What follows belongs to an exercise in optimizing a design on an open flow for small area and a short achievable clock period; a production flow would make more cautious choices.
No functional check of the RTL was part of any run shown here.
No activity file was given, so power comes from the tool's default toggle rates.

$ cat flow/design.v
module full_adder(output sum,
                  output carry_out,
                  input x,
                  input y,
                  input carry_in);
assign sum = x ^ y ^ carry_in;
assign carry_out = (x & y) | (x & carry_in) | (y & carry_in);
endmodule
module g_and2(output y, input a, input b);
assign y = a & b;
endmodule
module g_aoi21(output y, input a, input b, input c);
assign y = ~((a & b) | c);
endmodule
module g_inv(output y, input a);
assign y = ~a;
endmodule
module g_nand2(output y, input a, input b);
assign y = ~(a & b);
endmodule
module g_nor2(output y, input a, input b);
assign y = ~(a | b);
endmodule
module g_oai21(output y, input a, input b, input c);
assign y = ~((a | b) & c);
endmodule
module g_or2(output y, input a, input b);
assign y = a | b;
endmodule
module g_xnor2(output y, input a, input b);
assign y = ~(a ^ b);
endmodule
module g_xor2(output y, input a, input b);
assign y = a ^ b;
endmodule
module half_adder_n(output sum_n,
                    output carry_n,
                    input a_n,
                    input b_n);
xnor_n xs(sum_n, a_n, b_n);
or_n oc(carry_n, a_n, b_n);
endmodule
module xnor_n(output y, input a, input b);
assign y = ~(a ^ b);
endmodule
module or_n(output y, input a, input b);
assign y = a | b;
endmodule
module fir_3tap (input clk,
                 input [7:0] Xin,
                 input [7:0] H0,
                 input [7:0] H1,
                 input [7:0] H2,
                 output reg [15:0] Yout);
reg [15:0] Q1n, Q2n;
wire t2_p0_0 = ~(Xin[0] & H2[0]);
wire t2_p0_1 = ~(Xin[0] & H2[1]);
wire t2_p0_2 = ~(Xin[0] & H2[2]);
wire t2_p0_3 = ~(Xin[0] & H2[3]);
wire t2_p0_4 = ~(Xin[0] & H2[4]);
wire t2_p0_5 = ~(Xin[0] & H2[5]);
wire t2_p0_6 = ~(Xin[0] & H2[6]);
wire t2_p0_7 = ~(Xin[0] & H2[7]);
wire t2_p1_0 = ~(Xin[1] & H2[0]);
wire t2_p1_1 = ~(Xin[1] & H2[1]);
wire t2_p1_2 = ~(Xin[1] & H2[2]);
wire t2_p1_3 = ~(Xin[1] & H2[3]);
wire t2_p1_4 = ~(Xin[1] & H2[4]);
wire t2_p1_5 = ~(Xin[1] & H2[5]);
wire t2_p1_6 = ~(Xin[1] & H2[6]);
wire t2_p1_7 = ~(Xin[1] & H2[7]);
wire t2_p2_0 = ~(Xin[2] & H2[0]);
wire t2_p2_1 = ~(Xin[2] & H2[1]);
wire t2_p2_2 = ~(Xin[2] & H2[2]);
wire t2_p2_3 = ~(Xin[2] & H2[3]);
wire t2_p2_4 = ~(Xin[2] & H2[4]);
wire t2_p2_5 = ~(Xin[2] & H2[5]);
wire t2_p2_6 = ~(Xin[2] & H2[6]);
wire t2_p2_7 = ~(Xin[2] & H2[7]);
wire t2_p3_0 = ~(Xin[3] & H2[0]);
wire t2_p3_1 = ~(Xin[3] & H2[1]);
wire t2_p3_2 = ~(Xin[3] & H2[2]);
wire t2_p3_3 = ~(Xin[3] & H2[3]);
wire t2_p3_4 = ~(Xin[3] & H2[4]);
wire t2_p3_5 = ~(Xin[3] & H2[5]);
wire t2_p3_6 = ~(Xin[3] & H2[6]);
wire t2_p3_7 = ~(Xin[3] & H2[7]);
wire t2_p4_0 = ~(Xin[4] & H2[0]);
wire t2_p4_1 = ~(Xin[4] & H2[1]);
wire t2_p4_2 = ~(Xin[4] & H2[2]);
wire t2_p4_3 = ~(Xin[4] & H2[3]);
wire t2_p4_4 = ~(Xin[4] & H2[4]);
wire t2_p4_5 = ~(Xin[4] & H2[5]);
wire t2_p4_6 = ~(Xin[4] & H2[6]);
wire t2_p4_7 = ~(Xin[4] & H2[7]);
wire t2_p5_0 = ~(Xin[5] & H2[0]);
wire t2_p5_1 = ~(Xin[5] & H2[1]);
wire t2_p5_2 = ~(Xin[5] & H2[2]);
wire t2_p5_3 = ~(Xin[5] & H2[3]);
wire t2_p5_4 = ~(Xin[5] & H2[4]);
wire t2_p5_5 = ~(Xin[5] & H2[5]);
wire t2_p5_6 = ~(Xin[5] & H2[6]);
wire t2_p5_7 = ~(Xin[5] & H2[7]);
wire t2_p6_0 = ~(Xin[6] & H2[0]);
wire t2_p6_1 = ~(Xin[6] & H2[1]);
wire t2_p6_2 = ~(Xin[6] & H2[2]);
wire t2_p6_3 = ~(Xin[6] & H2[3]);
wire t2_p6_4 = ~(Xin[6] & H2[4]);
wire t2_p6_5 = ~(Xin[6] & H2[5]);
wire t2_p6_6 = ~(Xin[6] & H2[6]);
wire t2_p6_7 = ~(Xin[6] & H2[7]);
wire t2_p7_0 = ~(Xin[7] & H2[0]);
wire t2_p7_1 = ~(Xin[7] & H2[1]);
wire t2_p7_2 = ~(Xin[7] & H2[2]);
wire t2_p7_3 = ~(Xin[7] & H2[3]);
wire t2_p7_4 = ~(Xin[7] & H2[4]);
wire t2_p7_5 = ~(Xin[7] & H2[5]);
wire t2_p7_6 = ~(Xin[7] & H2[6]);
wire t2_p7_7 = ~(Xin[7] & H2[7]);
wire t2_s0, t2_c0;
half_adder_n t2_ha1 (t2_s0, t2_c0, t2_p0_6, t2_p1_5);
wire t2_s1, t2_c1;
full_adder t2_fa2 (t2_s1, t2_c1, t2_p0_7, t2_p1_6, t2_p2_5);
wire t2_s2, t2_c2;
half_adder_n t2_ha3 (t2_s2, t2_c2, t2_p3_4, t2_p4_3);
wire t2_s3, t2_c3;
full_adder t2_fa4 (t2_s3, t2_c3, t2_p1_7, t2_p2_6, t2_p3_5);
wire t2_s4, t2_c4;
half_adder_n t2_ha5 (t2_s4, t2_c4, t2_p4_4, t2_p5_3);
wire t2_s5, t2_c5;
full_adder t2_fa6 (t2_s5, t2_c5, t2_p2_7, t2_p3_6, t2_p4_5);
wire t2_s6, t2_c6;
half_adder_n t2_ha7 (t2_s6, t2_c6, t2_p0_4, t2_p1_3);
wire t2_s7, t2_c7;
full_adder t2_fa8 (t2_s7, t2_c7, t2_p0_5, t2_p1_4, t2_p2_3);
wire t2_s8, t2_c8;
half_adder_n t2_ha9 (t2_s8, t2_c8, t2_p3_2, t2_p4_1);
wire t2_s9, t2_c9;
full_adder t2_fa10 (t2_s9, t2_c9, t2_p2_4, t2_p3_3, t2_p4_2);
wire t2_s10, t2_c10;
full_adder t2_fa11 (t2_s10, t2_c10, t2_p5_1, t2_p6_0, t2_s0);
wire t2_s11, t2_c11;
full_adder t2_fa12 (t2_s11, t2_c11, t2_p5_2, t2_p6_1, t2_p7_0);
wire t2_s12, t2_c12;
full_adder t2_fa13 (t2_s12, t2_c12, t2_c0, t2_s2, t2_s1);
wire t2_s13, t2_c13;
full_adder t2_fa14 (t2_s13, t2_c13, t2_p6_2, t2_p7_1, t2_c2);
wire t2_s14, t2_c14;
full_adder t2_fa15 (t2_s14, t2_c14, t2_s4, t2_c1, t2_s3);
wire t2_s15, t2_c15;
full_adder t2_fa16 (t2_s15, t2_c15, t2_p5_4, t2_p6_3, t2_p7_2);
wire t2_s16, t2_c16;
full_adder t2_fa17 (t2_s16, t2_c16, t2_c4, t2_c3, t2_s5);
wire t2_s17, t2_c17;
full_adder t2_fa18 (t2_s17, t2_c17, t2_p3_7, t2_p4_6, t2_p5_5);
wire t2_s18, t2_c18;
full_adder t2_fa19 (t2_s18, t2_c18, t2_p6_4, t2_p7_3, t2_c5);
wire t2_s19, t2_c19;
full_adder t2_fa20 (t2_s19, t2_c19, t2_p4_7, t2_p5_6, t2_p6_5);
wire t2_s20, t2_c20;
half_adder_n t2_ha21 (t2_s20, t2_c20, t2_p0_3, t2_p1_2);
wire t2_s21, t2_c21;
full_adder t2_fa22 (t2_s21, t2_c21, t2_p2_2, t2_p3_1, t2_p4_0);
wire t2_s22, t2_c22;
full_adder t2_fa23 (t2_s22, t2_c22, t2_p5_0, t2_c6, t2_s8);
wire t2_s23, t2_c23;
full_adder t2_fa24 (t2_s23, t2_c23, t2_c8, t2_c7, t2_s9);
wire t2_s24, t2_c24;
full_adder t2_fa25 (t2_s24, t2_c24, t2_c9, t2_s11, t2_c10);
wire t2_s25, t2_c25;
full_adder t2_fa26 (t2_s25, t2_c25, t2_c11, t2_s13, t2_c12);
wire t2_s26, t2_c26;
full_adder t2_fa27 (t2_s26, t2_c26, t2_s15, t2_c13, t2_c14);
wire t2_s27, t2_c27;
full_adder t2_fa28 (t2_s27, t2_c27, t2_c15, t2_s17, t2_c16);
wire t2_s28, t2_c28;
full_adder t2_fa29 (t2_s28, t2_c28, t2_p7_4, t2_c17, t2_s19);
wire t2_s29, t2_c29;
full_adder t2_fa30 (t2_s29, t2_c29, t2_p5_7, t2_p6_6, t2_p7_5);
wire t2_s30, t2_c30;
half_adder_n t2_ha31 (t2_s30, t2_c30, t2_p0_2, t2_p1_1);
wire t2_s31, t2_c31;
full_adder t2_fa32 (t2_s31, t2_c31, t2_p2_1, t2_p3_0, t2_s20);
wire t2_s32, t2_c32;
full_adder t2_fa33 (t2_s32, t2_c32, t2_c20, t2_s6, t2_s21);
wire t2_s33, t2_c33;
full_adder t2_fa34 (t2_s33, t2_c33, t2_c21, t2_s7, t2_s22);
wire t2_s34, t2_c34;
full_adder t2_fa35 (t2_s34, t2_c34, t2_c22, t2_s10, t2_s23);
wire t2_s35, t2_c35;
full_adder t2_fa36 (t2_s35, t2_c35, t2_c23, t2_s12, t2_s24);
wire t2_s36, t2_c36;
full_adder t2_fa37 (t2_s36, t2_c36, t2_s14, t2_c24, t2_s25);
wire t2_s37, t2_c37;
full_adder t2_fa38 (t2_s37, t2_c37, t2_s16, t2_c25, t2_s26);
wire t2_s38, t2_c38;
full_adder t2_fa39 (t2_s38, t2_c38, t2_s18, t2_c26, t2_s27);
wire t2_s39, t2_c39;
full_adder t2_fa40 (t2_s39, t2_c39, t2_c18, t2_s28, t2_c27);
wire t2_s40, t2_c40;
full_adder t2_fa41 (t2_s40, t2_c40, t2_c19, t2_s29, t2_c28);
wire t2_s41, t2_c41;
full_adder t2_fa42 (t2_s41, t2_c41, t2_p6_7, t2_p7_6, t2_c29);
wire n1;
g_nor2 u1 (n1, t2_p0_1, t2_p1_0);
wire n2;
g_nand2 u2 (n2, t2_p0_1, t2_p1_0);
wire n3;
g_nand2 u3 (n3, n1, n2);
wire n4;
g_or2 u4 (n4, t2_s30, t2_p2_0);
wire n5;
g_and2 u5 (n5, t2_s30, t2_p2_0);
wire n6;
g_aoi21 u6 (n6, n4, n3, n5);
wire n7;
g_nor2 u7 (n7, t2_c30, t2_s31);
wire n8;
g_nand2 u8 (n8, t2_c30, t2_s31);
wire n9;
g_oai21 u9 (n9, n7, n6, n8);
wire n10;
g_or2 u10 (n10, t2_c31, t2_s32);
wire n11;
g_and2 u11 (n11, t2_c31, t2_s32);
wire n12;
g_aoi21 u12 (n12, n10, n9, n11);
wire n13;
g_nor2 u13 (n13, t2_c32, t2_s33);
wire n14;
g_nand2 u14 (n14, t2_c32, t2_s33);
wire n15;
g_oai21 u15 (n15, n13, n12, n14);
wire n16;
g_or2 u16 (n16, t2_c33, t2_s34);
wire n17;
g_and2 u17 (n17, t2_c33, t2_s34);
wire n18;
g_aoi21 u18 (n18, n16, n15, n17);
wire n19;
g_nor2 u19 (n19, t2_c34, t2_s35);
wire n20;
g_nand2 u20 (n20, t2_c34, t2_s35);
wire n21;
g_oai21 u21 (n21, n19, n18, n20);
wire n22;
g_nor2 u22 (n22, t2_c36, t2_s37);
wire n23;
g_nand2 u23 (n23, t2_c35, t2_s36);
wire n24;
g_nand2 u24 (n24, t2_c36, t2_s37);
wire n25;
g_oai21 u25 (n25, n22, n23, n24);
wire n26;
g_nor2 u26 (n26, t2_c35, t2_s36);
wire n27;
g_nor2 u27 (n27, n22, n26);
wire n28;
g_nor2 u28 (n28, t2_c38, t2_s39);
wire n29;
g_nand2 u29 (n29, t2_c37, t2_s38);
wire n30;
g_nand2 u30 (n30, t2_c38, t2_s39);
wire n31;
g_oai21 u31 (n31, n28, n29, n30);
wire n32;
g_nor2 u32 (n32, t2_c37, t2_s38);
wire n33;
g_nor2 u33 (n33, n28, n32);
wire n34;
g_nor2 u34 (n34, t2_c40, t2_s41);
wire n35;
g_nand2 u35 (n35, t2_c39, t2_s40);
wire n36;
g_nand2 u36 (n36, t2_c40, t2_s41);
wire n37;
g_oai21 u37 (n37, n34, n35, n36);
wire n38;
g_nor2 u38 (n38, t2_c39, t2_s40);
wire n39;
g_nor2 u39 (n39, n34, n38);
wire n40;
g_aoi21 u40 (n40, n27, n21, n25);
wire n41;
g_or2 u41 (n41, t2_c34, t2_s35);
wire n42;
g_nand2 u42 (n42, n27, n41);
wire n43;
g_aoi21 u43 (n43, n39, n31, n37);
wire n44;
g_nand2 u44 (n44, n39, n33);
wire n45;
g_oai21 u45 (n45, n44, n40, n43);
wire n46;
g_nor2 u46 (n46, n44, n42);
wire n47;
g_inv u47 (n47, n33);
wire n48;
g_inv u48 (n48, n31);
wire n49;
g_oai21 u49 (n49, n47, n40, n48);
wire n50;
g_inv u50 (n50, n33);
wire n51;
g_nor2 u51 (n51, n50, n42);
wire n52;
g_or2 u52 (n52, t2_c35, t2_s36);
wire n53;
g_and2 u53 (n53, t2_c35, t2_s36);
wire n54;
g_aoi21 u54 (n54, n52, n21, n53);
wire n55;
g_nand2 u55 (n55, n52, n41);
wire n56;
g_oai21 u56 (n56, n32, n40, n29);
wire n57;
g_nor2 u57 (n57, n32, n42);
wire n58;
g_or2 u58 (n58, t2_c39, t2_s40);
wire n59;
g_and2 u59 (n59, t2_c39, t2_s40);
wire n60;
g_aoi21 u60 (n60, n58, n49, n59);
wire n61;
g_nand2 u61 (n61, n58, n51);
wire n62;
g_or2 u62 (n62, t2_c41, t2_p7_7);
wire n63;
g_and2 u63 (n63, t2_c41, t2_p7_7);
wire n64;
g_aoi21 u64 (n64, n62, n45, n63);
wire n65;
g_nand2 u65 (n65, n62, n46);
wire n66;
g_xnor2 u66 (n66, t2_p0_1, t2_p1_0);
wire n67;
g_xor2 u67 (n67, t2_s30, t2_p2_0);
wire n68;
g_xor2 u68 (n68, n67, n3);
wire n69;
g_xor2 u69 (n69, t2_c30, t2_s31);
wire n70;
g_xnor2 u70 (n70, n69, n6);
wire n71;
g_xor2 u71 (n71, t2_c31, t2_s32);
wire n72;
g_xor2 u72 (n72, n71, n9);
wire n73;
g_xor2 u73 (n73, t2_c32, t2_s33);
wire n74;
g_xnor2 u74 (n74, n73, n12);
wire n75;
g_xor2 u75 (n75, t2_c33, t2_s34);
wire n76;
g_xor2 u76 (n76, n75, n15);
wire n77;
g_xor2 u77 (n77, t2_c34, t2_s35);
wire n78;
g_xnor2 u78 (n78, n77, n18);
wire n79;
g_xor2 u79 (n79, t2_c35, t2_s36);
wire n80;
g_xor2 u80 (n80, n79, n21);
wire n81;
g_xor2 u81 (n81, t2_c36, t2_s37);
wire n82;
g_xnor2 u82 (n82, n81, n54);
wire n83;
g_xor2 u83 (n83, t2_c37, t2_s38);
wire n84;
g_xnor2 u84 (n84, n83, n40);
wire n85;
g_xor2 u85 (n85, t2_c38, t2_s39);
wire n86;
g_xor2 u86 (n86, n85, n56);
wire n87;
g_xor2 u87 (n87, t2_c39, t2_s40);
wire n88;
g_xor2 u88 (n88, n87, n49);
wire n89;
g_xor2 u89 (n89, t2_c40, t2_s41);
wire n90;
g_xnor2 u90 (n90, n89, n60);
wire n91;
g_xor2 u91 (n91, t2_c41, t2_p7_7);
wire n92;
g_xor2 u92 (n92, n91, n45);
wire n93;
g_inv u93 (n93, n64);
wire [15:0] t2_sn = {n93, n92, n90, n88, n86, n84, n82, n80, n78, n76, n74, n72, n70, n68, n66, t2_p0_0};
wire t1_p0_0 = ~(Xin[0] & H1[0]);
wire t1_p0_1 = ~(Xin[0] & H1[1]);
wire t1_p0_2 = ~(Xin[0] & H1[2]);
wire t1_p0_3 = ~(Xin[0] & H1[3]);
wire t1_p0_4 = ~(Xin[0] & H1[4]);
wire t1_p0_5 = ~(Xin[0] & H1[5]);
wire t1_p0_6 = ~(Xin[0] & H1[6]);
wire t1_p0_7 = ~(Xin[0] & H1[7]);
wire t1_p1_0 = ~(Xin[1] & H1[0]);
wire t1_p1_1 = ~(Xin[1] & H1[1]);
wire t1_p1_2 = ~(Xin[1] & H1[2]);
wire t1_p1_3 = ~(Xin[1] & H1[3]);
wire t1_p1_4 = ~(Xin[1] & H1[4]);
wire t1_p1_5 = ~(Xin[1] & H1[5]);
wire t1_p1_6 = ~(Xin[1] & H1[6]);
wire t1_p1_7 = ~(Xin[1] & H1[7]);
wire t1_p2_0 = ~(Xin[2] & H1[0]);
wire t1_p2_1 = ~(Xin[2] & H1[1]);
wire t1_p2_2 = ~(Xin[2] & H1[2]);
wire t1_p2_3 = ~(Xin[2] & H1[3]);
wire t1_p2_4 = ~(Xin[2] & H1[4]);
wire t1_p2_5 = ~(Xin[2] & H1[5]);
wire t1_p2_6 = ~(Xin[2] & H1[6]);
wire t1_p2_7 = ~(Xin[2] & H1[7]);
wire t1_p3_0 = ~(Xin[3] & H1[0]);
wire t1_p3_1 = ~(Xin[3] & H1[1]);
wire t1_p3_2 = ~(Xin[3] & H1[2]);
wire t1_p3_3 = ~(Xin[3] & H1[3]);
wire t1_p3_4 = ~(Xin[3] & H1[4]);
wire t1_p3_5 = ~(Xin[3] & H1[5]);
wire t1_p3_6 = ~(Xin[3] & H1[6]);
wire t1_p3_7 = ~(Xin[3] & H1[7]);
wire t1_p4_0 = ~(Xin[4] & H1[0]);
wire t1_p4_1 = ~(Xin[4] & H1[1]);
wire t1_p4_2 = ~(Xin[4] & H1[2]);
wire t1_p4_3 = ~(Xin[4] & H1[3]);
wire t1_p4_4 = ~(Xin[4] & H1[4]);
wire t1_p4_5 = ~(Xin[4] & H1[5]);
wire t1_p4_6 = ~(Xin[4] & H1[6]);
wire t1_p4_7 = ~(Xin[4] & H1[7]);
wire t1_p5_0 = ~(Xin[5] & H1[0]);
wire t1_p5_1 = ~(Xin[5] & H1[1]);
wire t1_p5_2 = ~(Xin[5] & H1[2]);
wire t1_p5_3 = ~(Xin[5] & H1[3]);
wire t1_p5_4 = ~(Xin[5] & H1[4]);
wire t1_p5_5 = ~(Xin[5] & H1[5]);
wire t1_p5_6 = ~(Xin[5] & H1[6]);
wire t1_p5_7 = ~(Xin[5] & H1[7]);
wire t1_p6_0 = ~(Xin[6] & H1[0]);
wire t1_p6_1 = ~(Xin[6] & H1[1]);
wire t1_p6_2 = ~(Xin[6] & H1[2]);
wire t1_p6_3 = ~(Xin[6] & H1[3]);
wire t1_p6_4 = ~(Xin[6] & H1[4]);
wire t1_p6_5 = ~(Xin[6] & H1[5]);
wire t1_p6_6 = ~(Xin[6] & H1[6]);
wire t1_p6_7 = ~(Xin[6] & H1[7]);
wire t1_p7_0 = ~(Xin[7] & H1[0]);
wire t1_p7_1 = ~(Xin[7] & H1[1]);
wire t1_p7_2 = ~(Xin[7] & H1[2]);
wire t1_p7_3 = ~(Xin[7] & H1[3]);
wire t1_p7_4 = ~(Xin[7] & H1[4]);
wire t1_p7_5 = ~(Xin[7] & H1[5]);
wire t1_p7_6 = ~(Xin[7] & H1[6]);
wire t1_p7_7 = ~(Xin[7] & H1[7]);
wire t1_s0, t1_c0;
half_adder_n t1_ha1 (t1_s0, t1_c0, Q1n[5], t1_p0_5);
wire t1_s1, t1_c1;
full_adder t1_fa2 (t1_s1, t1_c1, Q1n[6], t1_p0_6, t1_p1_5);
wire t1_s2, t1_c2;
half_adder_n t1_ha3 (t1_s2, t1_c2, t1_p2_4, t1_p3_3);
wire t1_s3, t1_c3;
full_adder t1_fa4 (t1_s3, t1_c3, Q1n[7], t1_p0_7, t1_p1_6);
wire t1_s4, t1_c4;
full_adder t1_fa5 (t1_s4, t1_c4, t1_p2_5, t1_p3_4, t1_p4_3);
wire t1_s5, t1_c5;
half_adder_n t1_ha6 (t1_s5, t1_c5, t1_p5_2, t1_p6_1);
wire t1_s6, t1_c6;
full_adder t1_fa7 (t1_s6, t1_c6, Q1n[8], t1_p1_7, t1_p2_6);
wire t1_s7, t1_c7;
full_adder t1_fa8 (t1_s7, t1_c7, t1_p3_5, t1_p4_4, t1_p5_3);
wire t1_s8, t1_c8;
half_adder_n t1_ha9 (t1_s8, t1_c8, t1_p6_2, t1_p7_1);
wire t1_s9, t1_c9;
full_adder t1_fa10 (t1_s9, t1_c9, Q1n[9], t1_p2_7, t1_p3_6);
wire t1_s10, t1_c10;
full_adder t1_fa11 (t1_s10, t1_c10, t1_p4_5, t1_p5_4, t1_p6_3);
wire t1_s11, t1_c11;
full_adder t1_fa12 (t1_s11, t1_c11, Q1n[10], t1_p3_7, t1_p4_6);
wire t1_s12, t1_c12;
half_adder_n t1_ha13 (t1_s12, t1_c12, Q1n[3], t1_p0_3);
wire t1_s13, t1_c13;
full_adder t1_fa14 (t1_s13, t1_c13, Q1n[4], t1_p0_4, t1_p1_3);
wire t1_s14, t1_c14;
half_adder_n t1_ha15 (t1_s14, t1_c14, t1_p2_2, t1_p3_1);
wire t1_s15, t1_c15;
full_adder t1_fa16 (t1_s15, t1_c15, t1_p1_4, t1_p2_3, t1_p3_2);
wire t1_s16, t1_c16;
full_adder t1_fa17 (t1_s16, t1_c16, t1_p4_1, t1_p5_0, t1_s0);
wire t1_s17, t1_c17;
full_adder t1_fa18 (t1_s17, t1_c17, t1_p4_2, t1_p5_1, t1_p6_0);
wire t1_s18, t1_c18;
full_adder t1_fa19 (t1_s18, t1_c18, t1_c0, t1_s2, t1_s1);
wire t1_s19, t1_c19;
full_adder t1_fa20 (t1_s19, t1_c19, t1_p7_0, t1_c2, t1_s5);
wire t1_s20, t1_c20;
full_adder t1_fa21 (t1_s20, t1_c20, t1_c1, t1_s3, t1_s4);
wire t1_s21, t1_c21;
full_adder t1_fa22 (t1_s21, t1_c21, t1_c5, t1_s8, t1_c3);
wire t1_s22, t1_c22;
full_adder t1_fa23 (t1_s22, t1_c22, t1_c4, t1_s6, t1_s7);
wire t1_s23, t1_c23;
full_adder t1_fa24 (t1_s23, t1_c23, t1_p7_2, t1_c8, t1_c6);
wire t1_s24, t1_c24;
full_adder t1_fa25 (t1_s24, t1_c24, t1_c7, t1_s10, t1_s9);
wire t1_s25, t1_c25;
full_adder t1_fa26 (t1_s25, t1_c25, t1_p5_5, t1_p6_4, t1_p7_3);
wire t1_s26, t1_c26;
full_adder t1_fa27 (t1_s26, t1_c26, t1_c10, t1_c9, t1_s11);
wire t1_s27, t1_c27;
full_adder t1_fa28 (t1_s27, t1_c27, Q1n[11], t1_p4_7, t1_p5_6);
wire t1_s28, t1_c28;
full_adder t1_fa29 (t1_s28, t1_c28, t1_p6_5, t1_p7_4, t1_c11);
wire t1_s29, t1_c29;
full_adder t1_fa30 (t1_s29, t1_c29, Q1n[12], t1_p5_7, t1_p6_6);
wire t1_s30, t1_c30;
half_adder_n t1_ha31 (t1_s30, t1_c30, Q1n[2], t1_p0_2);
wire t1_s31, t1_c31;
full_adder t1_fa32 (t1_s31, t1_c31, t1_p1_2, t1_p2_1, t1_p3_0);
wire t1_s32, t1_c32;
full_adder t1_fa33 (t1_s32, t1_c32, t1_p4_0, t1_c12, t1_s14);
wire t1_s33, t1_c33;
full_adder t1_fa34 (t1_s33, t1_c33, t1_c14, t1_c13, t1_s15);
wire t1_s34, t1_c34;
full_adder t1_fa35 (t1_s34, t1_c34, t1_c15, t1_s17, t1_c16);
wire t1_s35, t1_c35;
full_adder t1_fa36 (t1_s35, t1_c35, t1_c17, t1_s19, t1_c18);
wire t1_s36, t1_c36;
full_adder t1_fa37 (t1_s36, t1_c36, t1_c19, t1_c20, t1_s21);
wire t1_s37, t1_c37;
full_adder t1_fa38 (t1_s37, t1_c37, t1_c21, t1_c22, t1_s23);
wire t1_s38, t1_c38;
full_adder t1_fa39 (t1_s38, t1_c38, t1_s25, t1_c23, t1_c24);
wire t1_s39, t1_c39;
full_adder t1_fa40 (t1_s39, t1_c39, t1_c25, t1_s27, t1_c26);
wire t1_s40, t1_c40;
full_adder t1_fa41 (t1_s40, t1_c40, t1_p7_5, t1_c27, t1_s29);
wire t1_s41, t1_c41;
full_adder t1_fa42 (t1_s41, t1_c41, Q1n[13], t1_p6_7, t1_p7_6);
wire t1_s42, t1_c42;
half_adder_n t1_ha43 (t1_s42, t1_c42, Q1n[1], t1_p0_1);
wire t1_s43, t1_c43;
full_adder t1_fa44 (t1_s43, t1_c43, t1_p1_1, t1_p2_0, t1_s30);
wire t1_s44, t1_c44;
full_adder t1_fa45 (t1_s44, t1_c44, t1_c30, t1_s12, t1_s31);
wire t1_s45, t1_c45;
full_adder t1_fa46 (t1_s45, t1_c45, t1_c31, t1_s13, t1_s32);
wire t1_s46, t1_c46;
full_adder t1_fa47 (t1_s46, t1_c46, t1_c32, t1_s16, t1_s33);
wire t1_s47, t1_c47;
full_adder t1_fa48 (t1_s47, t1_c47, t1_c33, t1_s18, t1_s34);
wire t1_s48, t1_c48;
full_adder t1_fa49 (t1_s48, t1_c48, t1_s20, t1_c34, t1_s35);
wire t1_s49, t1_c49;
full_adder t1_fa50 (t1_s49, t1_c49, t1_s22, t1_c35, t1_s36);
wire t1_s50, t1_c50;
full_adder t1_fa51 (t1_s50, t1_c50, t1_s24, t1_c36, t1_s37);
wire t1_s51, t1_c51;
full_adder t1_fa52 (t1_s51, t1_c51, t1_s26, t1_c37, t1_s38);
wire t1_s52, t1_c52;
full_adder t1_fa53 (t1_s52, t1_c52, t1_s28, t1_c38, t1_s39);
wire t1_s53, t1_c53;
full_adder t1_fa54 (t1_s53, t1_c53, t1_c28, t1_s40, t1_c39);
wire t1_s54, t1_c54;
full_adder t1_fa55 (t1_s54, t1_c54, t1_c29, t1_s41, t1_c40);
wire t1_s55, t1_c55;
full_adder t1_fa56 (t1_s55, t1_c55, Q1n[14], t1_p7_7, t1_c41);
wire n94;
g_nor2 u94 (n94, t1_s42, t1_p1_0);
wire n95;
g_nor2 u95 (n95, Q1n[0], t1_p0_0);
wire n96;
g_nand2 u96 (n96, t1_s42, t1_p1_0);
wire n97;
g_oai21 u97 (n97, n94, n95, n96);
wire n98;
g_or2 u98 (n98, t1_c42, t1_s43);
wire n99;
g_and2 u99 (n99, t1_c42, t1_s43);
wire n100;
g_aoi21 u100 (n100, n98, n97, n99);
wire n101;
g_nor2 u101 (n101, t1_c43, t1_s44);
wire n102;
g_nand2 u102 (n102, t1_c43, t1_s44);
wire n103;
g_oai21 u103 (n103, n101, n100, n102);
wire n104;
g_or2 u104 (n104, t1_c44, t1_s45);
wire n105;
g_and2 u105 (n105, t1_c44, t1_s45);
wire n106;
g_aoi21 u106 (n106, n104, n103, n105);
wire n107;
g_nor2 u107 (n107, t1_c45, t1_s46);
wire n108;
g_nand2 u108 (n108, t1_c45, t1_s46);
wire n109;
g_oai21 u109 (n109, n107, n106, n108);
wire n110;
g_or2 u110 (n110, t1_c46, t1_s47);
wire n111;
g_and2 u111 (n111, t1_c46, t1_s47);
wire n112;
g_aoi21 u112 (n112, n110, n109, n111);
wire n113;
g_nor2 u113 (n113, t1_c47, t1_s48);
wire n114;
g_nand2 u114 (n114, t1_c47, t1_s48);
wire n115;
g_oai21 u115 (n115, n113, n112, n114);
wire n116;
g_nor2 u116 (n116, t1_c49, t1_s50);
wire n117;
g_nand2 u117 (n117, t1_c48, t1_s49);
wire n118;
g_nand2 u118 (n118, t1_c49, t1_s50);
wire n119;
g_oai21 u119 (n119, n116, n117, n118);
wire n120;
g_nor2 u120 (n120, t1_c48, t1_s49);
wire n121;
g_nor2 u121 (n121, n116, n120);
wire n122;
g_nor2 u122 (n122, t1_c51, t1_s52);
wire n123;
g_nand2 u123 (n123, t1_c50, t1_s51);
wire n124;
g_nand2 u124 (n124, t1_c51, t1_s52);
wire n125;
g_oai21 u125 (n125, n122, n123, n124);
wire n126;
g_nor2 u126 (n126, t1_c50, t1_s51);
wire n127;
g_nor2 u127 (n127, n122, n126);
wire n128;
g_nor2 u128 (n128, t1_c53, t1_s54);
wire n129;
g_nand2 u129 (n129, t1_c52, t1_s53);
wire n130;
g_nand2 u130 (n130, t1_c53, t1_s54);
wire n131;
g_oai21 u131 (n131, n128, n129, n130);
wire n132;
g_nor2 u132 (n132, t1_c52, t1_s53);
wire n133;
g_nor2 u133 (n133, n128, n132);
wire n134;
g_aoi21 u134 (n134, n121, n115, n119);
wire n135;
g_or2 u135 (n135, t1_c47, t1_s48);
wire n136;
g_nand2 u136 (n136, n121, n135);
wire n137;
g_aoi21 u137 (n137, n133, n125, n131);
wire n138;
g_nand2 u138 (n138, n133, n127);
wire n139;
g_oai21 u139 (n139, n138, n134, n137);
wire n140;
g_nor2 u140 (n140, n138, n136);
wire n141;
g_inv u141 (n141, n127);
wire n142;
g_inv u142 (n142, n125);
wire n143;
g_oai21 u143 (n143, n141, n134, n142);
wire n144;
g_inv u144 (n144, n127);
wire n145;
g_nor2 u145 (n145, n144, n136);
wire n146;
g_or2 u146 (n146, t1_c48, t1_s49);
wire n147;
g_and2 u147 (n147, t1_c48, t1_s49);
wire n148;
g_aoi21 u148 (n148, n146, n115, n147);
wire n149;
g_nand2 u149 (n149, n146, n135);
wire n150;
g_oai21 u150 (n150, n126, n134, n123);
wire n151;
g_nor2 u151 (n151, n126, n136);
wire n152;
g_or2 u152 (n152, t1_c52, t1_s53);
wire n153;
g_and2 u153 (n153, t1_c52, t1_s53);
wire n154;
g_aoi21 u154 (n154, n152, n143, n153);
wire n155;
g_nand2 u155 (n155, n152, n145);
wire n156;
g_or2 u156 (n156, t1_c54, t1_s55);
wire n157;
g_and2 u157 (n157, t1_c54, t1_s55);
wire n158;
g_aoi21 u158 (n158, n156, n139, n157);
wire n159;
g_nand2 u159 (n159, n156, n140);
wire n160;
g_xnor2 u160 (n160, Q1n[0], t1_p0_0);
wire n161;
g_xor2 u161 (n161, t1_s42, t1_p1_0);
wire n162;
g_xnor2 u162 (n162, n161, n95);
wire n163;
g_xor2 u163 (n163, t1_c42, t1_s43);
wire n164;
g_xor2 u164 (n164, n163, n97);
wire n165;
g_xor2 u165 (n165, t1_c43, t1_s44);
wire n166;
g_xnor2 u166 (n166, n165, n100);
wire n167;
g_xor2 u167 (n167, t1_c44, t1_s45);
wire n168;
g_xor2 u168 (n168, n167, n103);
wire n169;
g_xor2 u169 (n169, t1_c45, t1_s46);
wire n170;
g_xnor2 u170 (n170, n169, n106);
wire n171;
g_xor2 u171 (n171, t1_c46, t1_s47);
wire n172;
g_xor2 u172 (n172, n171, n109);
wire n173;
g_xor2 u173 (n173, t1_c47, t1_s48);
wire n174;
g_xnor2 u174 (n174, n173, n112);
wire n175;
g_xor2 u175 (n175, t1_c48, t1_s49);
wire n176;
g_xor2 u176 (n176, n175, n115);
wire n177;
g_xor2 u177 (n177, t1_c49, t1_s50);
wire n178;
g_xnor2 u178 (n178, n177, n148);
wire n179;
g_xor2 u179 (n179, t1_c50, t1_s51);
wire n180;
g_xnor2 u180 (n180, n179, n134);
wire n181;
g_xor2 u181 (n181, t1_c51, t1_s52);
wire n182;
g_xor2 u182 (n182, n181, n150);
wire n183;
g_xor2 u183 (n183, t1_c52, t1_s53);
wire n184;
g_xor2 u184 (n184, n183, n143);
wire n185;
g_xor2 u185 (n185, t1_c53, t1_s54);
wire n186;
g_xnor2 u186 (n186, n185, n154);
wire n187;
g_xor2 u187 (n187, t1_c54, t1_s55);
wire n188;
g_xor2 u188 (n188, n187, n139);
wire n189;
g_xor2 u189 (n189, t1_c55, Q1n[15]);
wire n190;
g_xnor2 u190 (n190, n189, n158);
wire [15:0] t1_sn = {n190, n188, n186, n184, n182, n180, n178, n176, n174, n172, n170, n168, n166, n164, n162, n160};
wire t0_p0_0 = ~(Xin[0] & H0[0]);
wire t0_p0_1 = ~(Xin[0] & H0[1]);
wire t0_p0_2 = ~(Xin[0] & H0[2]);
wire t0_p0_3 = ~(Xin[0] & H0[3]);
wire t0_p0_4 = ~(Xin[0] & H0[4]);
wire t0_p0_5 = ~(Xin[0] & H0[5]);
wire t0_p0_6 = ~(Xin[0] & H0[6]);
wire t0_p0_7 = ~(Xin[0] & H0[7]);
wire t0_p1_0 = ~(Xin[1] & H0[0]);
wire t0_p1_1 = ~(Xin[1] & H0[1]);
wire t0_p1_2 = ~(Xin[1] & H0[2]);
wire t0_p1_3 = ~(Xin[1] & H0[3]);
wire t0_p1_4 = ~(Xin[1] & H0[4]);
wire t0_p1_5 = ~(Xin[1] & H0[5]);
wire t0_p1_6 = ~(Xin[1] & H0[6]);
wire t0_p1_7 = ~(Xin[1] & H0[7]);
wire t0_p2_0 = ~(Xin[2] & H0[0]);
wire t0_p2_1 = ~(Xin[2] & H0[1]);
wire t0_p2_2 = ~(Xin[2] & H0[2]);
wire t0_p2_3 = ~(Xin[2] & H0[3]);
wire t0_p2_4 = ~(Xin[2] & H0[4]);
wire t0_p2_5 = ~(Xin[2] & H0[5]);
wire t0_p2_6 = ~(Xin[2] & H0[6]);
wire t0_p2_7 = ~(Xin[2] & H0[7]);
wire t0_p3_0 = ~(Xin[3] & H0[0]);
wire t0_p3_1 = ~(Xin[3] & H0[1]);
wire t0_p3_2 = ~(Xin[3] & H0[2]);
wire t0_p3_3 = ~(Xin[3] & H0[3]);
wire t0_p3_4 = ~(Xin[3] & H0[4]);
wire t0_p3_5 = ~(Xin[3] & H0[5]);
wire t0_p3_6 = ~(Xin[3] & H0[6]);
wire t0_p3_7 = ~(Xin[3] & H0[7]);
wire t0_p4_0 = ~(Xin[4] & H0[0]);
wire t0_p4_1 = ~(Xin[4] & H0[1]);
wire t0_p4_2 = ~(Xin[4] & H0[2]);
wire t0_p4_3 = ~(Xin[4] & H0[3]);
wire t0_p4_4 = ~(Xin[4] & H0[4]);
wire t0_p4_5 = ~(Xin[4] & H0[5]);
wire t0_p4_6 = ~(Xin[4] & H0[6]);
wire t0_p4_7 = ~(Xin[4] & H0[7]);
wire t0_p5_0 = ~(Xin[5] & H0[0]);
wire t0_p5_1 = ~(Xin[5] & H0[1]);
wire t0_p5_2 = ~(Xin[5] & H0[2]);
wire t0_p5_3 = ~(Xin[5] & H0[3]);
wire t0_p5_4 = ~(Xin[5] & H0[4]);
wire t0_p5_5 = ~(Xin[5] & H0[5]);
wire t0_p5_6 = ~(Xin[5] & H0[6]);
wire t0_p5_7 = ~(Xin[5] & H0[7]);
wire t0_p6_0 = ~(Xin[6] & H0[0]);
wire t0_p6_1 = ~(Xin[6] & H0[1]);
wire t0_p6_2 = ~(Xin[6] & H0[2]);
wire t0_p6_3 = ~(Xin[6] & H0[3]);
wire t0_p6_4 = ~(Xin[6] & H0[4]);
wire t0_p6_5 = ~(Xin[6] & H0[5]);
wire t0_p6_6 = ~(Xin[6] & H0[6]);
wire t0_p6_7 = ~(Xin[6] & H0[7]);
wire t0_p7_0 = ~(Xin[7] & H0[0]);
wire t0_p7_1 = ~(Xin[7] & H0[1]);
wire t0_p7_2 = ~(Xin[7] & H0[2]);
wire t0_p7_3 = ~(Xin[7] & H0[3]);
wire t0_p7_4 = ~(Xin[7] & H0[4]);
wire t0_p7_5 = ~(Xin[7] & H0[5]);
wire t0_p7_6 = ~(Xin[7] & H0[6]);
wire t0_p7_7 = ~(Xin[7] & H0[7]);
wire t0_s0, t0_c0;
half_adder_n t0_ha1 (t0_s0, t0_c0, Q2n[5], t0_p0_5);
wire t0_s1, t0_c1;
full_adder t0_fa2 (t0_s1, t0_c1, Q2n[6], t0_p0_6, t0_p1_5);
wire t0_s2, t0_c2;
half_adder_n t0_ha3 (t0_s2, t0_c2, t0_p2_4, t0_p3_3);
wire t0_s3, t0_c3;
full_adder t0_fa4 (t0_s3, t0_c3, Q2n[7], t0_p0_7, t0_p1_6);
wire t0_s4, t0_c4;
full_adder t0_fa5 (t0_s4, t0_c4, t0_p2_5, t0_p3_4, t0_p4_3);
wire t0_s5, t0_c5;
half_adder_n t0_ha6 (t0_s5, t0_c5, t0_p5_2, t0_p6_1);
wire t0_s6, t0_c6;
full_adder t0_fa7 (t0_s6, t0_c6, Q2n[8], t0_p1_7, t0_p2_6);
wire t0_s7, t0_c7;
full_adder t0_fa8 (t0_s7, t0_c7, t0_p3_5, t0_p4_4, t0_p5_3);
wire t0_s8, t0_c8;
half_adder_n t0_ha9 (t0_s8, t0_c8, t0_p6_2, t0_p7_1);
wire t0_s9, t0_c9;
full_adder t0_fa10 (t0_s9, t0_c9, Q2n[9], t0_p2_7, t0_p3_6);
wire t0_s10, t0_c10;
full_adder t0_fa11 (t0_s10, t0_c10, t0_p4_5, t0_p5_4, t0_p6_3);
wire t0_s11, t0_c11;
full_adder t0_fa12 (t0_s11, t0_c11, Q2n[10], t0_p3_7, t0_p4_6);
wire t0_s12, t0_c12;
half_adder_n t0_ha13 (t0_s12, t0_c12, Q2n[3], t0_p0_3);
wire t0_s13, t0_c13;
full_adder t0_fa14 (t0_s13, t0_c13, Q2n[4], t0_p0_4, t0_p1_3);
wire t0_s14, t0_c14;
half_adder_n t0_ha15 (t0_s14, t0_c14, t0_p2_2, t0_p3_1);
wire t0_s15, t0_c15;
full_adder t0_fa16 (t0_s15, t0_c15, t0_p1_4, t0_p2_3, t0_p3_2);
wire t0_s16, t0_c16;
full_adder t0_fa17 (t0_s16, t0_c16, t0_p4_1, t0_p5_0, t0_s0);
wire t0_s17, t0_c17;
full_adder t0_fa18 (t0_s17, t0_c17, t0_p4_2, t0_p5_1, t0_p6_0);
wire t0_s18, t0_c18;
full_adder t0_fa19 (t0_s18, t0_c18, t0_c0, t0_s2, t0_s1);
wire t0_s19, t0_c19;
full_adder t0_fa20 (t0_s19, t0_c19, t0_p7_0, t0_c2, t0_s5);
wire t0_s20, t0_c20;
full_adder t0_fa21 (t0_s20, t0_c20, t0_c1, t0_s3, t0_s4);
wire t0_s21, t0_c21;
full_adder t0_fa22 (t0_s21, t0_c21, t0_c5, t0_s8, t0_c3);
wire t0_s22, t0_c22;
full_adder t0_fa23 (t0_s22, t0_c22, t0_c4, t0_s6, t0_s7);
wire t0_s23, t0_c23;
full_adder t0_fa24 (t0_s23, t0_c23, t0_p7_2, t0_c8, t0_c6);
wire t0_s24, t0_c24;
full_adder t0_fa25 (t0_s24, t0_c24, t0_c7, t0_s10, t0_s9);
wire t0_s25, t0_c25;
full_adder t0_fa26 (t0_s25, t0_c25, t0_p5_5, t0_p6_4, t0_p7_3);
wire t0_s26, t0_c26;
full_adder t0_fa27 (t0_s26, t0_c26, t0_c10, t0_c9, t0_s11);
wire t0_s27, t0_c27;
full_adder t0_fa28 (t0_s27, t0_c27, Q2n[11], t0_p4_7, t0_p5_6);
wire t0_s28, t0_c28;
full_adder t0_fa29 (t0_s28, t0_c28, t0_p6_5, t0_p7_4, t0_c11);
wire t0_s29, t0_c29;
full_adder t0_fa30 (t0_s29, t0_c29, Q2n[12], t0_p5_7, t0_p6_6);
wire t0_s30, t0_c30;
half_adder_n t0_ha31 (t0_s30, t0_c30, Q2n[2], t0_p0_2);
wire t0_s31, t0_c31;
full_adder t0_fa32 (t0_s31, t0_c31, t0_p1_2, t0_p2_1, t0_p3_0);
wire t0_s32, t0_c32;
full_adder t0_fa33 (t0_s32, t0_c32, t0_p4_0, t0_c12, t0_s14);
wire t0_s33, t0_c33;
full_adder t0_fa34 (t0_s33, t0_c33, t0_c14, t0_c13, t0_s15);
wire t0_s34, t0_c34;
full_adder t0_fa35 (t0_s34, t0_c34, t0_c15, t0_s17, t0_c16);
wire t0_s35, t0_c35;
full_adder t0_fa36 (t0_s35, t0_c35, t0_c17, t0_s19, t0_c18);
wire t0_s36, t0_c36;
full_adder t0_fa37 (t0_s36, t0_c36, t0_c19, t0_c20, t0_s21);
wire t0_s37, t0_c37;
full_adder t0_fa38 (t0_s37, t0_c37, t0_c21, t0_c22, t0_s23);
wire t0_s38, t0_c38;
full_adder t0_fa39 (t0_s38, t0_c38, t0_s25, t0_c23, t0_c24);
wire t0_s39, t0_c39;
full_adder t0_fa40 (t0_s39, t0_c39, t0_c25, t0_s27, t0_c26);
wire t0_s40, t0_c40;
full_adder t0_fa41 (t0_s40, t0_c40, t0_p7_5, t0_c27, t0_s29);
wire t0_s41, t0_c41;
full_adder t0_fa42 (t0_s41, t0_c41, Q2n[13], t0_p6_7, t0_p7_6);
wire t0_s42, t0_c42;
half_adder_n t0_ha43 (t0_s42, t0_c42, Q2n[1], t0_p0_1);
wire t0_s43, t0_c43;
full_adder t0_fa44 (t0_s43, t0_c43, t0_p1_1, t0_p2_0, t0_s30);
wire t0_s44, t0_c44;
full_adder t0_fa45 (t0_s44, t0_c44, t0_c30, t0_s12, t0_s31);
wire t0_s45, t0_c45;
full_adder t0_fa46 (t0_s45, t0_c45, t0_c31, t0_s13, t0_s32);
wire t0_s46, t0_c46;
full_adder t0_fa47 (t0_s46, t0_c46, t0_c32, t0_s16, t0_s33);
wire t0_s47, t0_c47;
full_adder t0_fa48 (t0_s47, t0_c47, t0_c33, t0_s18, t0_s34);
wire t0_s48, t0_c48;
full_adder t0_fa49 (t0_s48, t0_c48, t0_s20, t0_c34, t0_s35);
wire t0_s49, t0_c49;
full_adder t0_fa50 (t0_s49, t0_c49, t0_s22, t0_c35, t0_s36);
wire t0_s50, t0_c50;
full_adder t0_fa51 (t0_s50, t0_c50, t0_s24, t0_c36, t0_s37);
wire t0_s51, t0_c51;
full_adder t0_fa52 (t0_s51, t0_c51, t0_s26, t0_c37, t0_s38);
wire t0_s52, t0_c52;
full_adder t0_fa53 (t0_s52, t0_c52, t0_s28, t0_c38, t0_s39);
wire t0_s53, t0_c53;
full_adder t0_fa54 (t0_s53, t0_c53, t0_c28, t0_s40, t0_c39);
wire t0_s54, t0_c54;
full_adder t0_fa55 (t0_s54, t0_c54, t0_c29, t0_s41, t0_c40);
wire t0_s55, t0_c55;
full_adder t0_fa56 (t0_s55, t0_c55, Q2n[14], t0_p7_7, t0_c41);
wire n191;
g_nor2 u191 (n191, t0_s42, t0_p1_0);
wire n192;
g_nor2 u192 (n192, Q2n[0], t0_p0_0);
wire n193;
g_nand2 u193 (n193, t0_s42, t0_p1_0);
wire n194;
g_oai21 u194 (n194, n191, n192, n193);
wire n195;
g_or2 u195 (n195, t0_c42, t0_s43);
wire n196;
g_and2 u196 (n196, t0_c42, t0_s43);
wire n197;
g_aoi21 u197 (n197, n195, n194, n196);
wire n198;
g_nor2 u198 (n198, t0_c43, t0_s44);
wire n199;
g_nand2 u199 (n199, t0_c43, t0_s44);
wire n200;
g_oai21 u200 (n200, n198, n197, n199);
wire n201;
g_or2 u201 (n201, t0_c44, t0_s45);
wire n202;
g_and2 u202 (n202, t0_c44, t0_s45);
wire n203;
g_aoi21 u203 (n203, n201, n200, n202);
wire n204;
g_nor2 u204 (n204, t0_c45, t0_s46);
wire n205;
g_nand2 u205 (n205, t0_c45, t0_s46);
wire n206;
g_oai21 u206 (n206, n204, n203, n205);
wire n207;
g_or2 u207 (n207, t0_c46, t0_s47);
wire n208;
g_and2 u208 (n208, t0_c46, t0_s47);
wire n209;
g_aoi21 u209 (n209, n207, n206, n208);
wire n210;
g_nor2 u210 (n210, t0_c47, t0_s48);
wire n211;
g_nand2 u211 (n211, t0_c47, t0_s48);
wire n212;
g_oai21 u212 (n212, n210, n209, n211);
wire n213;
g_nor2 u213 (n213, t0_c49, t0_s50);
wire n214;
g_nand2 u214 (n214, t0_c48, t0_s49);
wire n215;
g_nand2 u215 (n215, t0_c49, t0_s50);
wire n216;
g_oai21 u216 (n216, n213, n214, n215);
wire n217;
g_nor2 u217 (n217, t0_c48, t0_s49);
wire n218;
g_nor2 u218 (n218, n213, n217);
wire n219;
g_nor2 u219 (n219, t0_c51, t0_s52);
wire n220;
g_nand2 u220 (n220, t0_c50, t0_s51);
wire n221;
g_nand2 u221 (n221, t0_c51, t0_s52);
wire n222;
g_oai21 u222 (n222, n219, n220, n221);
wire n223;
g_nor2 u223 (n223, t0_c50, t0_s51);
wire n224;
g_nor2 u224 (n224, n219, n223);
wire n225;
g_nor2 u225 (n225, t0_c53, t0_s54);
wire n226;
g_nand2 u226 (n226, t0_c52, t0_s53);
wire n227;
g_nand2 u227 (n227, t0_c53, t0_s54);
wire n228;
g_oai21 u228 (n228, n225, n226, n227);
wire n229;
g_nor2 u229 (n229, t0_c52, t0_s53);
wire n230;
g_nor2 u230 (n230, n225, n229);
wire n231;
g_aoi21 u231 (n231, n218, n212, n216);
wire n232;
g_or2 u232 (n232, t0_c47, t0_s48);
wire n233;
g_nand2 u233 (n233, n218, n232);
wire n234;
g_aoi21 u234 (n234, n230, n222, n228);
wire n235;
g_nand2 u235 (n235, n230, n224);
wire n236;
g_oai21 u236 (n236, n235, n231, n234);
wire n237;
g_nor2 u237 (n237, n235, n233);
wire n238;
g_inv u238 (n238, n224);
wire n239;
g_inv u239 (n239, n222);
wire n240;
g_oai21 u240 (n240, n238, n231, n239);
wire n241;
g_inv u241 (n241, n224);
wire n242;
g_nor2 u242 (n242, n241, n233);
wire n243;
g_or2 u243 (n243, t0_c48, t0_s49);
wire n244;
g_and2 u244 (n244, t0_c48, t0_s49);
wire n245;
g_aoi21 u245 (n245, n243, n212, n244);
wire n246;
g_nand2 u246 (n246, n243, n232);
wire n247;
g_oai21 u247 (n247, n223, n231, n220);
wire n248;
g_nor2 u248 (n248, n223, n233);
wire n249;
g_or2 u249 (n249, t0_c52, t0_s53);
wire n250;
g_and2 u250 (n250, t0_c52, t0_s53);
wire n251;
g_aoi21 u251 (n251, n249, n240, n250);
wire n252;
g_nand2 u252 (n252, n249, n242);
wire n253;
g_or2 u253 (n253, t0_c54, t0_s55);
wire n254;
g_and2 u254 (n254, t0_c54, t0_s55);
wire n255;
g_aoi21 u255 (n255, n253, n236, n254);
wire n256;
g_nand2 u256 (n256, n253, n237);
wire n257;
g_xor2 u257 (n257, Q2n[0], t0_p0_0);
wire n258;
g_xor2 u258 (n258, t0_s42, t0_p1_0);
wire n259;
g_xor2 u259 (n259, n258, n192);
wire n260;
g_xor2 u260 (n260, t0_c42, t0_s43);
wire n261;
g_xnor2 u261 (n261, n260, n194);
wire n262;
g_xor2 u262 (n262, t0_c43, t0_s44);
wire n263;
g_xor2 u263 (n263, n262, n197);
wire n264;
g_xor2 u264 (n264, t0_c44, t0_s45);
wire n265;
g_xnor2 u265 (n265, n264, n200);
wire n266;
g_xor2 u266 (n266, t0_c45, t0_s46);
wire n267;
g_xor2 u267 (n267, n266, n203);
wire n268;
g_xor2 u268 (n268, t0_c46, t0_s47);
wire n269;
g_xnor2 u269 (n269, n268, n206);
wire n270;
g_xor2 u270 (n270, t0_c47, t0_s48);
wire n271;
g_xor2 u271 (n271, n270, n209);
wire n272;
g_xor2 u272 (n272, t0_c48, t0_s49);
wire n273;
g_xnor2 u273 (n273, n272, n212);
wire n274;
g_xor2 u274 (n274, t0_c49, t0_s50);
wire n275;
g_xor2 u275 (n275, n274, n245);
wire n276;
g_xor2 u276 (n276, t0_c50, t0_s51);
wire n277;
g_xor2 u277 (n277, n276, n231);
wire n278;
g_xor2 u278 (n278, t0_c51, t0_s52);
wire n279;
g_xnor2 u279 (n279, n278, n247);
wire n280;
g_xor2 u280 (n280, t0_c52, t0_s53);
wire n281;
g_xnor2 u281 (n281, n280, n240);
wire n282;
g_xor2 u282 (n282, t0_c53, t0_s54);
wire n283;
g_xor2 u283 (n283, n282, n251);
wire n284;
g_xor2 u284 (n284, t0_c54, t0_s55);
wire n285;
g_xnor2 u285 (n285, n284, n236);
wire n286;
g_xor2 u286 (n286, t0_c55, Q2n[15]);
wire n287;
g_xor2 u287 (n287, n286, n255);
wire [15:0] t0_sn = {n287, n285, n283, n281, n279, n277, n275, n273, n271, n269, n267, n265, n263, n261, n259, n257};
always @(posedge clk) begin
  Q1n  <= t2_sn;
  Q2n  <= t1_sn;
  Yout <= t0_sn;
end
endmodule
$ cat flow/flow/run.sh
#!/bin/bash
# The standard layout (standard.sh), with two changes to how it is made:
# - ports are buffered with buf_1 instead of the default delay buffer;
# - repair_timing aims for 6.3 ns of setup slack instead of 0.
set -euo pipefail
export SETUP_SLACK_MARGIN=6.3
export BUFFER_PORTS_ARGS="-buffer_cell sky130_fd_sc_hd__buf_1"
bash standard.sh > standard.log 2>&1
$ cat flow/standard.sh
#!/bin/bash
# synth_recipe.tcl (not shown) runs the flow's synth.tcl, then flattens the netlist and writes it again
# the make line also repeats each setting of config.mk as NAME=value (left out here)
make -C /OpenROAD-flow-scripts/flow DESIGN_CONFIG=/design/flow/config.mk WORK_HOME=/design/flow/orfs CLKGATE_MAP_FILE= SYNTH_SCRIPT=/design/flow/synth_recipe.tcl "${@:-finish}"
$ cat flow/config.mk
export PLATFORM = sky130hd
export DESIGN_NAME = fir_3tap
export DESIGN_NICKNAME = fir_3tap
export VERILOG_FILES = /design/flow/design.v
export SDC_FILE = /design/flow/constraint.sdc
export NUM_CORES = 4
export LEC_CHECK = 0
export CAP_MARGIN = 20
export CORE_MARGIN = 2
export CORE_UTILIZATION = 40
export SLEW_MARGIN = 20
export SYNTH_HIERARCHICAL = 1
export SYNTH_MINIMUM_KEEP_SIZE = 0
$ cat flow/constraint.sdc
create_clock -name core_clock -period 12.5 [get_ports {clk}]
set_input_delay 2.5000 -clock core_clock [delete_from_list [all_inputs] [get_ports {clk}]]
set_output_delay 2.5000 -clock core_clock [all_outputs]
set_load 0.01 [all_outputs]
==> flow_summary.json, run 1 <==
{
  "result_of_the_run": "timing/DRC/antenna clean",
  "cts_tree": "done",
  "finish.net_count": 904,
  "die_area_sq_um": 17500,
  "synthCells": 717,
  "layout-area-overhead-vs-synth_pct": 6.20,
  "finish.utilization_pct": 43.8,
  "dieWidth_um": 132,
  "synth_area_per_cell_sq_um": 9.20,
  "n_antenna_cell": 0,
  "dp_hpwl_um": 9650,
  "timing.setup.critical_path_class": "in2reg",
  "yosysWarningCount": 7,
  "fin_worst_hold_slack_ps": 452,
  "r2r_slack_ps": 9100,
  "first_pass_iters": 4,
  "coreArea_sq_um": 16000,
  "timing.hold.worst.class": "reg2reg",
  "grt.total_usage_pct": 15.2,
  "initial_core_util_pct": 41.2,
  "rr_endpoint": "Yout[15]",
  "post-route-drc-count": 0,
  "wl_um": 12400,
  "cts_post_setup_buffers_inserted": 0,
  "worstHoldStart": "Q2n[0]",
  "cap_viol_max_count": 0,
  "final_common_cell": "sky130_fd_sc_hd__nand2_1",
  "finalSetupViolCount": 0,
  "synth_fp_nets": 881,
  "grt_start_max_net_pins": 25,
  "setup_total_negative_slack_ps": 0,
  "powerDensity_nw_per_um2": 271,
  "start_kind": "primary input",
  "cts-root-buf": "sky130_fd_sc_hd__clkbuf_16",
  "worst_skew_pair.late_latency_ps": 290,
  "final_layout_size_suffix_gt1_share_pct": 5.40,
  "clock_sinks": 48,
  "slew_violations": 0,
  "rsz0062_at_grt": "no",
  "worst_slew_margin_rel_pct": 68.8,
  "max-clock-path-buffers": 2,
  "cts_inserted_buffers": 5,
  "postSynthRegisterBits": 48,
  "min_to": "Yout[0]",
  "ff_to_ff_path_depth": 10,
  "route.detailed.wl_per_inst_um": 12.9,
  "avgViaCountPerCell": 4.80,
  "die_h_um": 132,
  "vias_in_the_first_global_route": 4745,
  "ctsResizeCount": 0,
  "final_hold_viol_count": 0,
  "minimum_clock_period_ps": 5850,
  "fmax_mhz": 171,
  "worst_r2r_start": "Q2n[6]",
  "worst_pin_slew_ps": 468,
  "route.antenna.remaining_nets": 0,
  "finClkSkew_ps": 4.28,
  "fp-row-count": 46,
  "post_synth_instance_area_sq_um": 6600,
  "ctsHoldBuffers": 0,
  "post-place-cells": 949,
  "antenna_found_initial": 0,
  "data_arrival_time_of_the_critical_path_ps": 6020,
  "design.portCount": 49,
  "portBuffers": 48,
  "globalplace.congestion": 0.788,
  "worstPathRequired_ps": 12670,
  "clock_h_tree_levels": 2,
  "globalRouteOverflowTotal": 0,
  "hold_depth": 1,
  "drt_iter0_markers": 205,
  "ys_seq_area_share_pct": 14.6,
  "routed-via-count": 4589,
  "layout.cells.most_common_list": "sky130_fd_sc_hd__nand2_1 (226), sky130_fd_sc_hd__fa_1 (131), sky130_fd_sc_hd__xor2_1 (66), sky130_fd_sc_hd__dfxtp_1 (48), sky130_fd_sc_hd__buf_1 (48)",
  "worst_setup_path_end_kind": "flop",
  "power_leakage_nw": 2.45,
  "clk_transition_reported_paths_ps": 70,
  "irDropWorstVdd_mv": 0.204,
  "fin_crit_sh_pct": 46.8,
  "post_synth_num_cell_types": 14,
  "critical_path.max_fanout": 24,
  "layoutNonFillerInstCount": 957,
  "grt_pass1_wl_um": 22200
}
[worst max-delay path: stages]
cell                      delay [ps]
sky130_fd_sc_hd__buf_1            60
sky130_fd_sc_hd__buf_4           280
sky130_fd_sc_hd__nand2_1         130
sky130_fd_sc_hd__fa_1            510
sky130_fd_sc_hd__fa_1            440
sky130_fd_sc_hd__fa_1            490
sky130_fd_sc_hd__fa_1            570
sky130_fd_sc_hd__nor2_1           60
sky130_fd_sc_hd__o21ai_1         290
sky130_fd_sc_hd__a21oi_2         150
sky130_fd_sc_hd__o21ai_1         260
sky130_fd_sc_hd__a21oi_2          90
sky130_fd_sc_hd__xor2_1          160
[modules after synthesis (local to each module, per instance), a selection]
| module | cells inside | copies in the design | cell area, sq um |
|---|---|---|---|
| g_or2 | 1 | 18 | 6.26 |
| g_and2 | 1 | 18 | 6.26 |
| full_adder | 1 | 131 | 20.0 |
| g_nand2 | 1 | 34 | 3.75 |
| or_n | 1 | 23 | 6.26 |
| g_inv | 1 | 7 | 3.75 |
| g_nor2 | 1 | 41 | 3.75 |
| fir_3tap | 280 | 1 | 1960 |
| g_xor2 | 1 | 66 | 8.76 |
| g_xnor2 | 1 | 23 | 8.76 |
| xnor_n | 1 | 23 | 8.76 |
| g_oai21 | 1 | 29 | 5.00 |
| g_aoi21 | 1 | 24 | 8.76 |
[worst max path at each step]
stage	startpoint	to	slack (ps)	cells after the start
2_1_floorplan	H0[6]	Yout[15]	6700	12
3_3_place_gp	Xin[0]	Yout[15]	6340	13
3_5_place_dp	Xin[0]	Yout[15]	6300	13
4_1_cts	Xin[0]	Yout[15]	6600	13
5_1_grt	Xin[1]	Yout[15]	6440	13
6_report	Xin[0]	Yout[15]	6650	13
[cells in the mapped netlist]
cell | instances | area (sq um)
sky130_fd_sc_hd__inv_1 | 7 | 26.3
sky130_fd_sc_hd__nand2_1 | 226 | 848
sky130_fd_sc_hd__buf_1 | 17 | 63.8
sky130_fd_sc_hd__o21ai_1 | 29 | 145
sky130_fd_sc_hd__and2_1 | 18 | 113
sky130_fd_sc_hd__nor2_1 | 41 | 154
sky130_fd_sc_hd__dfxtp_1 | 48 | 961
sky130_fd_sc_hd__a21oi_2 | 24 | 210
sky130_fd_sc_hd__buf_6 | 16 | 180
sky130_fd_sc_hd__xor2_1 | 66 | 578
sky130_fd_sc_hd__or2_1 | 41 | 257
sky130_fd_sc_hd__fa_1 | 131 | 2620
sky130_fd_sc_hd__buf_2 | 7 | 35.0
sky130_fd_sc_hd__xnor2_1 | 46 | 403
[flip-flops by register name, indices dropped and copies added (netlist names)]
register  flops
Q1n          16
Q2n          16
Yout         16
[layer usage]
layer | GRT usage (%) | routed length (um)
met5 | 0 | 0
met4 | 1.73 | 51
met3 | 2.45 | 584
met2 | 25.3 | 5800
met1 | 21.7 | 5930
[metrics by stage]
stage	worst slack, ps	cell area [sq um]	total power [mW]
final	6650	7010	1.90
after global routing	6440	7010	2.14
after CTS	6600	7010	1.93
after detailed placement	6300	6830	1.75
after global placement	6340	6830	1.73
after floorplan	6700	6600	1.53
[power by group]
group	switching (mW)	total [mW]	leakage [nW]	internal (mW)
Combinational	0.776	1.45	1.96	0.676
Clock	0.0608	0.161	0.0871	0.100
Sequential	0.0286	0.285	0.405	0.256
[kinds of logic (layout without fill, tap and decap cells)]
family          count (synthesis)  count (layout)  synth area share (%)
fa+ha+maj                     131             131                  39.8
xor+xnor                      112             112                  14.9
simple gates                  326             326                  20.8
buf+inv                        47              71                  4.63
compound gates                 53              53                  5.39
flops                          48              48                  14.6
[cell type report]
| class | count | area [sq um] |
|---|---|---|
| fillers | 1619 | 8990 |
| well taps | 216 | 270 |
| flip-flops and latches | 48 | 961 |
| clock inverters | 2 | 38.8 |
| clock buffers | 6 | 139 |
| multi-input cells | 622 | 5330 |
| repair buffers | 56 | 240 |
| inverters | 7 | 26.3 |
==> inputs of run 2 (changes only) <==
==> flow/flow/run.sh (replaced) <==
#!/bin/bash
# The standard layout (standard.sh), with two changes to how it is made:
# - ports are buffered with buf_1 instead of the default delay buffer;
# - repair_timing aims for 7.1 ns of setup slack instead of 0.
set -euo pipefail
export SETUP_SLACK_MARGIN=7.1
export BUFFER_PORTS_ARGS="-buffer_cell sky130_fd_sc_hd__buf_1"
bash standard.sh > standard.log 2>&1
==> run 2 against run 1 <==
Net effect:
- register-to-register slack improved by 230 ps
- clock-buffer cell count unchanged
- still clean
- via count increased by 10%
- largest power group unchanged
- synthesized area unchanged
- fmax increased by 9.0%
- sequential power increased by 2%
==> flow_summary.json, run 2 <==
{
  "finClkSkew_ps": 2.68,
  "dp_hpwl_um": 10100,
  "post-synth-top-area-fraction_pct": 39.8,
  "vias_in_the_first_global_route": 5230,
  "post-synth-top-area-cell": "sky130_fd_sc_hd__fa_1",
  "minimum_clock_period_ps": 5370,
  "ys_top_cells_by_area": "sky130_fd_sc_hd__fa_1 (40%), sky130_fd_sc_hd__dfxtp_1 (15%), sky130_fd_sc_hd__nand2_1 (13%), sky130_fd_sc_hd__xor2_1 (8.8%), sky130_fd_sc_hd__xnor2_1 (6.1%)",
  "design.portCount": 49,
  "fp-row-count": 46,
  "worst_pin_slew_ps": 361,
  "finalSetupViolCount": 0,
  "yosys.cell_count.top_type": "sky130_fd_sc_hd__nand2_1",
  "rsz0062_at_grt": "yes",
  "cts_inserted_buffers": 5,
  "sequential_area_sq_um": 961,
  "wl_um": 15900,
  "final_common_cell": "sky130_fd_sc_hd__nand2_1",
  "layout-area-overhead-vs-synth_pct": 25.1,
  "grt_start_max_net_pins": 25,
  "synthCells": 717,
  "fin_crit_sh_pct": 42.9,
  "result_of_the_run": "timing/DRC/antenna clean",
  "die_h_um": 132,
  "finish.net_count": 951,
  "ctsHoldBuffers": 0,
  "coreArea_sq_um": 16000,
  "fmax_mhz": 186,
  "worst_setup_path_end_kind": "flop",
  "post-route-drc-count": 0,
  "route.antenna.remaining_nets": 0,
  "clock_sinks": 48,
  "globalplace.congestion": 0.824,
  "ys_async_sr_fraction_pct": 0,
  "grt.total_usage_pct": 18.0,
  "critical_path.max_fanout": 6,
  "synth-edff-count": 0,
  "ys_seq_area_share_pct": 14.6,
  "fill_cells": 1474,
  "timing.hold.worst.class": "reg2reg",
  "irDropWorstVdd_mv": 0.174,
  "reg_top3": "Q1n: 16 flops, Q2n: 16 flops, Yout: 16 flops",
  "synth_fp_nets": 881,
  "start_kind": "primary input",
  "power_leakage_nw": 3.03,
  "portBuffers": 48,
  "powerDensity_nw_per_um2": 285,
  "synth_area_per_cell_sq_um": 9.20,
  "cts-root-buf": "sky130_fd_sc_hd__clkbuf_16",
  "worstPathRequired_ps": 12730
}
## run 2: critical path: stages
cell,delay [ps]
sky130_fd_sc_hd__buf_12,100
sky130_fd_sc_hd__buf_12,130
sky130_fd_sc_hd__nand2_4,50
sky130_fd_sc_hd__fa_1,520
sky130_fd_sc_hd__fa_2,410
sky130_fd_sc_hd__fa_1,530
sky130_fd_sc_hd__fa_2,480
sky130_fd_sc_hd__nor2_4,170
sky130_fd_sc_hd__o21ai_2,90
sky130_fd_sc_hd__a21oi_4,220
sky130_fd_sc_hd__o21ai_4,100
sky130_fd_sc_hd__a21oi_2,150
sky130_fd_sc_hd__xnor2_1,120
## run 2: through the flow
step	cell area, sq um	hold WS [ps]	total power [mW]	instances	setup slack (ps)
3_3_place_gp	6900	450	1.77	949	6630
2_1_floorplan	6700	427	1.58	717	7090
4_1_cts	7640	465	2.19	981	7090
5_1_grt	8250	489	2.59	1004	7020
3_5_place_dp	6900	451	1.81	949	6550
6_report	8250	459	2.35	1004	7130
## run 2: timing repair
item / 4_1_cts / 5_1_grt
gates resized for setup: 84 / 85
cloned: 8 / 8
buffers inserted: 16 / 15
setup endpoints to repair: 16 / 18
pin swaps: 36 / 77
## run 2: cell families (layout without fill, tap and decap cells)
kind of cell               after synthesis  after routing  share of synthesized area, %
and+or+nand+nor                        326            326                          20.8
adders and majority gates              131            131                          39.8
xor gates and xnor gates               112            112                          14.9
AOI/OAI and AO/OA                       53             53                          5.39
DFF                                     48             48                          14.6
buffers and inverters                   47            118                          4.63
## run 2: worst paths after layout
| path | startpoint | endpoint | slack (ps) | depth (start not counted) |
|---|---|---|---|---|
| worst max-delay path | Xin[2] | Q1n[13] | 7130 | 13 |
| worst min-delay path | Q2n[0] | Yout[0] | 460 | 1 |
| worst max register to register | Q1n[6] | Q2n[13] | 9330 | 10 |
| worst min register to register | Q2n[0] | Yout[0] | 460 | 1 |
## run 2: area by class of cell
cell class	count	share of cell area, %
multi-input cells	622	69.1
repair buffers	103	13.8
flip-flops and latches	48	11.6
well taps	216	3.28
clock buffers	6	1.68
inverters	7	0.318
clock inverters	2	0.121
## run 2: per-layer routing
metal | GRT usage (%) | up-vias | share of wire [%]
li1 | - | 2324 | -
met1 | 23.9 | 2550 | 42
met2 | 30.7 | 155 | 51
met3 | 3.30 | 25 | 5.8
met4 | 4.24 | 0 | 1.8
met5 | 0 | - | 0
## run 2: modules after synthesis, one instance, submodules excluded, excerpt
module | area [sq um] | flops+latches | cells inside
xnor_n | 8.76 | 0 | 1
g_nand2 | 3.75 | 0 | 1
g_and2 | 6.26 | 0 | 1
g_xnor2 | 8.76 | 0 | 1
full_adder | 20.0 | 0 | 1
g_oai21 | 5.00 | 0 | 1
or_n | 6.26 | 0 | 1
g_aoi21 | 8.76 | 0 | 1
g_inv | 3.75 | 0 | 1
fir_3tap | 1960 | 48 | 280
g_nor2 | 3.75 | 0 | 1
## run 2: power breakdown
part	leakage [nW]	internal, mW	switching, mW	total, mW
logic	2.55	0.948	0.973	1.92
registers	0.405	0.256	0.0336	0.290
clock network	0.0766	0.0792	0.0633	0.142
total	3.03	1.28	1.07	2.35

[separate check: timing with driven ports]
The flow's constraints put no driver on any port. The routed layouts listed below were extracted and timed again, unchanged, in two steps. Step 1, drivers: a clkbuf_16 drives clk and a buf_2 each remaining input, both assumed. Step 2 moves the port delays by t, midway between the first and last clock arrival at a register: inputs arrive t later, outputs are due t later. That takes back most of the time a late clock gives input paths. a / b / c = no drivers / after step 1 / after step 2; a / b = the first two.
run | t, ns | setup slack, ns | worst hold slack (ns) | latest minus earliest clock arrival (ns) | cell pins on the clock port's net
run 1 | 0.322 | 6.653 / 6.669 / 6.348 | 0.452 / 0.452 / 0.452 | 0.004 / 0.005 | 1
run 2 | 0.329 | 7.135 / 7.111 / 6.782 | 0.459 / 0.459 / 0.459 | 0.003 / 0.003 | 1
After both steps every run listed still meets setup and hold. For run 2, which loses most, drivers alone change the setup slack by -0.024 ns; drivers and shift together by -0.353 ns.
